Source: an optimization exercise on an open RTL-to-GDS flow (aim: small area and a short achievable clock period). Production flows keep margins and buffers that such runs may drop.
The RTL was checked by simulation tests, not by an equivalence proof against the original design.

main:
## Integrator
module Integrator
          (clk,
           reset,
           In,
           Out);
Size: ~550 cells after synthesis, ~46 I/O pins, roughly 6800 sq um of cells after synthesis.
Settings: LEC_CHECK=0, CAP_MARGIN=20, CORE_MARGIN=2, CORE_UTILIZATION=55, CTS_BUF_LIST=sky130_fd_sc_hd__clkbuf_4 sky130_fd_sc_hd__clkbuf_8, CTS_CLUSTER_DIAMETER=100, CTS_CLUSTER_SIZE=30, PLACE_DENSITY=0.8, SETUP_SLACK_MARGIN=4, SLEW_MARGIN=20, SYNTH_HIERARCHICAL=1, SYNTH_MINIMUM_KEEP_SIZE=0; clock period 14.0 ns.
standard.sh (not shown) runs the stock make flow with config.mk's settings and CLKGATE_MAP_FILE= SYNTH_SCRIPT=/design/flow/synth_recipe.tcl, a recipe that flattens the netlist after the stock synthesis.
==> flow/flow/run.sh <==
#!/bin/bash
# Layout flow: the standard synthesis and ORFS layout (standard.sh) with two
# changes to how the layout is made:
#  - the input and output ports get plain buffer cells (buffer_ports
#    -buffer_cell) instead of the delay cells buffer_ports picks by itself;
#  - clock tree synthesis adds no dummy loads (-dont_use_dummy_load); the
#    other CTS arguments are the ones ORFS builds from config.mk.
# Each step's full output goes to a log file here (ORFS keeps its own per-step
# logs under orfs/logs).
set -euo pipefail
export BUFFER_PORTS_ARGS="-buffer_cell sky130_fd_sc_hd__buf_2"
export CTS_ARGS="-sink_clustering_enable -repair_clock_nets -sink_clustering_size 30 -sink_clustering_max_diameter 100 -buf_list {sky130_fd_sc_hd__clkbuf_4 sky130_fd_sc_hd__clkbuf_8} -dont_use_dummy_load"
bash standard.sh synth > run_synth.log 2>&1
bash standard.sh > run_layout.log 2>&1
Looking at the reports, main completed the entire flow and the layout it produced met the timing, DRC and antenna checks.
--- input diff main..the feature branch ---
- CTS_CLUSTER_DIAMETER changed from 100 to 150
- CORE_UTILIZATION changed from 55 to 40
- PLACE_DENSITY changed from 0.8 to 0.85
- CTS_CLUSTER_SIZE changed from 30 to 40
-- flow/flow/run.sh --
<<< main, line 12
export CTS_ARGS="-sink_clustering_enable -repair_clock_nets -sink_clustering_size 30 -sink_clustering_max_diameter 100 -buf_list {sky130_fd_sc_hd__clkbuf_4 sky130_fd_sc_hd__clkbuf_8} -dont_use_dummy_load"
>>> the feature branch, line 12
export CTS_ARGS="-sink_clustering_enable -repair_clock_nets -sink_clustering_size 40 -sink_clustering_max_diameter 150 -buf_list {sky130_fd_sc_hd__clkbuf_4 sky130_fd_sc_hd__clkbuf_8} -dont_use_dummy_load"
[summary]
- From main to the feature branch, final count of negative-setup-slack endpoints did not move at all.
- Compared the feature branch vs main, and smallest hold slack is down in the feature branch.
- [compare] base=main new=the feature branch: met2 usage lost 9.4 points; via count roughly the same; full die area has increased.
- The feature branch improves on main in final worst slack.
- In the feature branch, the cell count along the critical path came out 1 above the value in main.

* * *

Setup of P:
Integrator, a different RTL version from the one above (not shown whole).
Size: ~470 cells after synthesis, about 86 flip-flops, roughly 6900 µm² of cells after synthesis.
Settings: LEC_CHECK=0, CAP_MARGIN=20, CORE_MARGIN=2, CORE_UTILIZATION=40, CTS_BUF_LIST=sky130_fd_sc_hd__clkbuf_4 sky130_fd_sc_hd__clkbuf_8, CTS_CLUSTER_DIAMETER=100, CTS_CLUSTER_SIZE=30, SETUP_SLACK_MARGIN=4, SLEW_MARGIN=20, SYNTH_HIERARCHICAL=1, SYNTH_MINIMUM_KEEP_SIZE=0; clock period 14.0 ns.
==> flow/flow/run.sh <==
#!/bin/bash
# Layout flow: the standard synthesis and ORFS layout (standard.sh) with two
# changes to how the layout is made:
#  - the input and output ports get plain buffer cells (buffer_ports
#    -buffer_cell) instead of the delay cells buffer_ports picks by itself;
#  - clock tree synthesis adds no dummy loads (-dont_use_dummy_load); the
#    other CTS arguments are the ones ORFS builds from config.mk.
# Each step's full output goes to a log file here (ORFS keeps its own per-step
# logs under orfs/logs).
set -euo pipefail
export BUFFER_PORTS_ARGS="-buffer_cell sky130_fd_sc_hd__buf_2"
export CTS_ARGS="-sink_clustering_enable -repair_clock_nets -sink_clustering_size 30 -sink_clustering_max_diameter 100 -buf_list {sky130_fd_sc_hd__clkbuf_4 sky130_fd_sc_hd__clkbuf_8} -dont_use_dummy_load"
bash standard.sh synth > run_synth.log 2>&1
bash standard.sh > run_layout.log 2>&1
#### Input delta (Q over P)
# P
export LEC_CHECK = 0
export CAP_MARGIN = 20
export CORE_MARGIN = 2
export CORE_UTILIZATION = 40
export CTS_BUF_LIST = sky130_fd_sc_hd__clkbuf_4 sky130_fd_sc_hd__clkbuf_8
export CTS_CLUSTER_DIAMETER = 100
export CTS_CLUSTER_SIZE = 30
export SETUP_SLACK_MARGIN = 4
export SLEW_MARGIN = 20
export SYNTH_HIERARCHICAL = 1
export SYNTH_MINIMUM_KEEP_SIZE = 0
create_clock -name core_clock -period 14.0 [get_ports {clk}]
# Q
export LEC_CHECK = 0
export CAP_MARGIN = 20
export CORE_MARGIN = 2
export CORE_UTILIZATION = 40
export CTS_BUF_LIST = sky130_fd_sc_hd__clkbuf_4 sky130_fd_sc_hd__clkbuf_8
export CTS_CLUSTER_DIAMETER = 100
export CTS_CLUSTER_SIZE = 30
export SETUP_SLACK_MARGIN = 4.5
export SLEW_MARGIN = 20
export SYNTH_HIERARCHICAL = 1
export SYNTH_MINIMUM_KEEP_SIZE = 0
create_clock -name core_clock -period 14.0 [get_ports {clk}]
==> flow/flow/run.sh <==
#!/bin/bash
# Layout flow: the standard synthesis and ORFS layout (standard.sh), with
# one change: the input and output ports get plain buffer cells
# (buffer_ports -buffer_cell) instead of the delay cells buffer_ports picks by
# itself.  Each step's full output goes to a log file here.
set -euo pipefail
export BUFFER_PORTS_ARGS="-buffer_cell sky130_fd_sc_hd__buf_2"
bash standard.sh synth > run_synth.log 2>&1
bash standard.sh > run_layout.log 2>&1
## What came out
- Q: flow completed, timing, DRC and antenna clean
- Q vs. P: global-route usage went up by 0.31 points.
- Diff P -> Q | clock buffer count in the final layout | increase of 2
- Maximum achievable frequency ends up higher on Q.
- Compared with P, Q improves shortest period the worst path allows.
Modified inputs, R compared to Q
==> flow/run.sh (new file) <==
#!/bin/bash
# synth_recipe.tcl (not shown) runs the flow's synth.tcl, then flattens the netlist and writes it again
# the make line also repeats each setting of config.mk as NAME=value (left out here)
make -C /OpenROAD-flow-scripts/flow DESIGN_CONFIG=/design/flow/config.mk WORK_HOME=/design/flow/orfs CLKGATE_MAP_FILE= SYNTH_SCRIPT=/design/flow/synth_recipe.tcl finish
removed: flow/flow/run.sh
removed: flow/standard.sh
Results
In summary, R completed successfully, with a layout that passed the timing, DRC and antenna checks. Q has completed all stages; timing, DRC and antenna checks passed. Clock buffer instance count of the final layout was lower in R than in Q. Q → R: final area went up; total routed wirelength went up; number of stages on the worst setup path went up; first-pass GRT wire length went up. | post-route minimum period | R vs Q | 0.045 ns higher |. NOTE: global-route met2 utilization in R exceeds that of Q. Cell count in R is 13 higher than in Q. Against Q, non-clock buffer count in R rose by more than 10%.
[inputs] S vs R
# R
export LEC_CHECK = 0
export CAP_MARGIN = 20
export CORE_MARGIN = 2
export CORE_UTILIZATION = 40
export CTS_BUF_LIST = sky130_fd_sc_hd__clkbuf_4 sky130_fd_sc_hd__clkbuf_8
export CTS_CLUSTER_DIAMETER = 100
export CTS_CLUSTER_SIZE = 30
export SETUP_SLACK_MARGIN = 4.5
export SLEW_MARGIN = 20
export SYNTH_HIERARCHICAL = 1
export SYNTH_MINIMUM_KEEP_SIZE = 0
create_clock -name core_clock -period 14.0 [get_ports {clk}]
# S
export LEC_CHECK = 0
export CAP_MARGIN = 20
export CORE_MARGIN = 2
export CORE_UTILIZATION = 40
export CTS_BUF_LIST = sky130_fd_sc_hd__clkbuf_4 sky130_fd_sc_hd__clkbuf_8
export CTS_CLUSTER_DIAMETER = 100
export CTS_CLUSTER_SIZE = 30
export SETUP_SLACK_MARGIN = 4
export SLEW_MARGIN = 20
export SYNTH_HIERARCHICAL = 1
export SYNTH_MINIMUM_KEEP_SIZE = 0
create_clock -name core_clock -period 14.0 [get_ports {clk}]
==> flow/flow/run.sh (new file) <==
#!/bin/bash
# Layout flow: the standard synthesis and ORFS layout (standard.sh), with
# one change: the input and output ports get plain buffer cells
# (buffer_ports -buffer_cell) instead of the delay cells buffer_ports picks by
# itself.  Each step's full output goes to a log file here.
set -euo pipefail
export BUFFER_PORTS_ARGS="-buffer_cell sky130_fd_sc_hd__buf_2"
bash standard.sh synth > run_synth.log 2>&1
bash standard.sh > run_layout.log 2>&1
==> flow/standard.sh (new file) <==
#!/bin/bash
# synth_recipe.tcl (not shown) runs the flow's synth.tcl, then flattens the netlist and writes it again
# the make line also repeats each setting of config.mk as NAME=value (left out here)
make -C /OpenROAD-flow-scripts/flow DESIGN_CONFIG=/design/flow/config.mk WORK_HOME=/design/flow/orfs CLKGATE_MAP_FILE= SYNTH_SCRIPT=/design/flow/synth_recipe.tcl "${@:-finish}"
removed: flow/run.sh
==> comparison <==
Shortest period the worst path allows: higher on S
In the metrics for S and R, the one carrying the lower first-iteration DRC count is R.
S ended with more count of clock-buffer cells in the layout than R.
The following lists how T was set up differently from S:
# S
export LEC_CHECK = 0
export CAP_MARGIN = 20
export CORE_MARGIN = 2
export CORE_UTILIZATION = 40
export CTS_BUF_LIST = sky130_fd_sc_hd__clkbuf_4 sky130_fd_sc_hd__clkbuf_8
export CTS_CLUSTER_DIAMETER = 100
export CTS_CLUSTER_SIZE = 30
export SETUP_SLACK_MARGIN = 4
export SLEW_MARGIN = 20
export SYNTH_HIERARCHICAL = 1
export SYNTH_MINIMUM_KEEP_SIZE = 0
create_clock -name core_clock -period 14.0 [get_ports {clk}]
# T
export LEC_CHECK = 0
export CAP_MARGIN = 20
export CORE_MARGIN = 2
export CORE_UTILIZATION = 40
export CTS_BUF_LIST = sky130_fd_sc_hd__clkbuf_4 sky130_fd_sc_hd__clkbuf_8
export CTS_CLUSTER_DIAMETER = 100
export CTS_CLUSTER_SIZE = 30
export SETUP_SLACK_MARGIN = 5
export SLEW_MARGIN = 20
export SYNTH_HIERARCHICAL = 1
export SYNTH_MINIMUM_KEEP_SIZE = 0
create_clock -name core_clock -period 14.0 [get_ports {clk}]
Notes after the runs:
Comparing T and S, the lower critical path depth was measured on T. T vs S: fraction of met2 tracks used by global routing up. There was hardly any difference in met1 usage in global routing between T and S. Post-CTS clock slew at the launch and capture registers of the worst setup and hold paths delta (S -> T): insignificant. Taking S as the reference point, the routed wire length of T rises by 5.7%. Relative to S, met3 routed wirelength has gone up in T.

port drivers added, routing unchanged:
The results above use ideal ports. As a check the final layouts listed here were re-extracted and re-timed, cells and wires unchanged.
Step 1, drivers: a clkbuf_16 drives clk and a buf_2 each remaining input, both assumed.
Step 2, shift: input delay + t, output delay - t, t = (earliest + latest rising clock arrival at the registers) / 2. This alone moves slack from input paths to output paths.
a / b / c = ideal / step 1 / step 2; a / b = the first two.
run | t (ns) | setup slack, ns | latest minus earliest clock arrival (ns)
main | 0.401 | 4.548 / 4.529 / 4.529 | 0.024 / 0.025
the feature branch | 0.394 | 4.636 / 4.610 / 4.610 | 0.025 / 0.025
P | 0.409 | 4.247 / 4.226 / 4.226 | 0.025 / 0.025
Q | 0.420 | 4.538 / 4.486 / 4.486 | 0.013 / 0.013
R | 0.411 | 4.493 / 4.425 / 4.425 | 0.008 / 0.009
S | 0.422 | 4.249 / 4.229 / 4.229 | 0.015 / 0.015
T | 0.420 | 4.681 / 4.625 / 4.625 | 0.020 / 0.019
After both steps setup and hold are still met in every run listed. For R, which loses most, drivers alone change the setup slack by -0.068 ns; drivers and shift together by -0.068 ns.
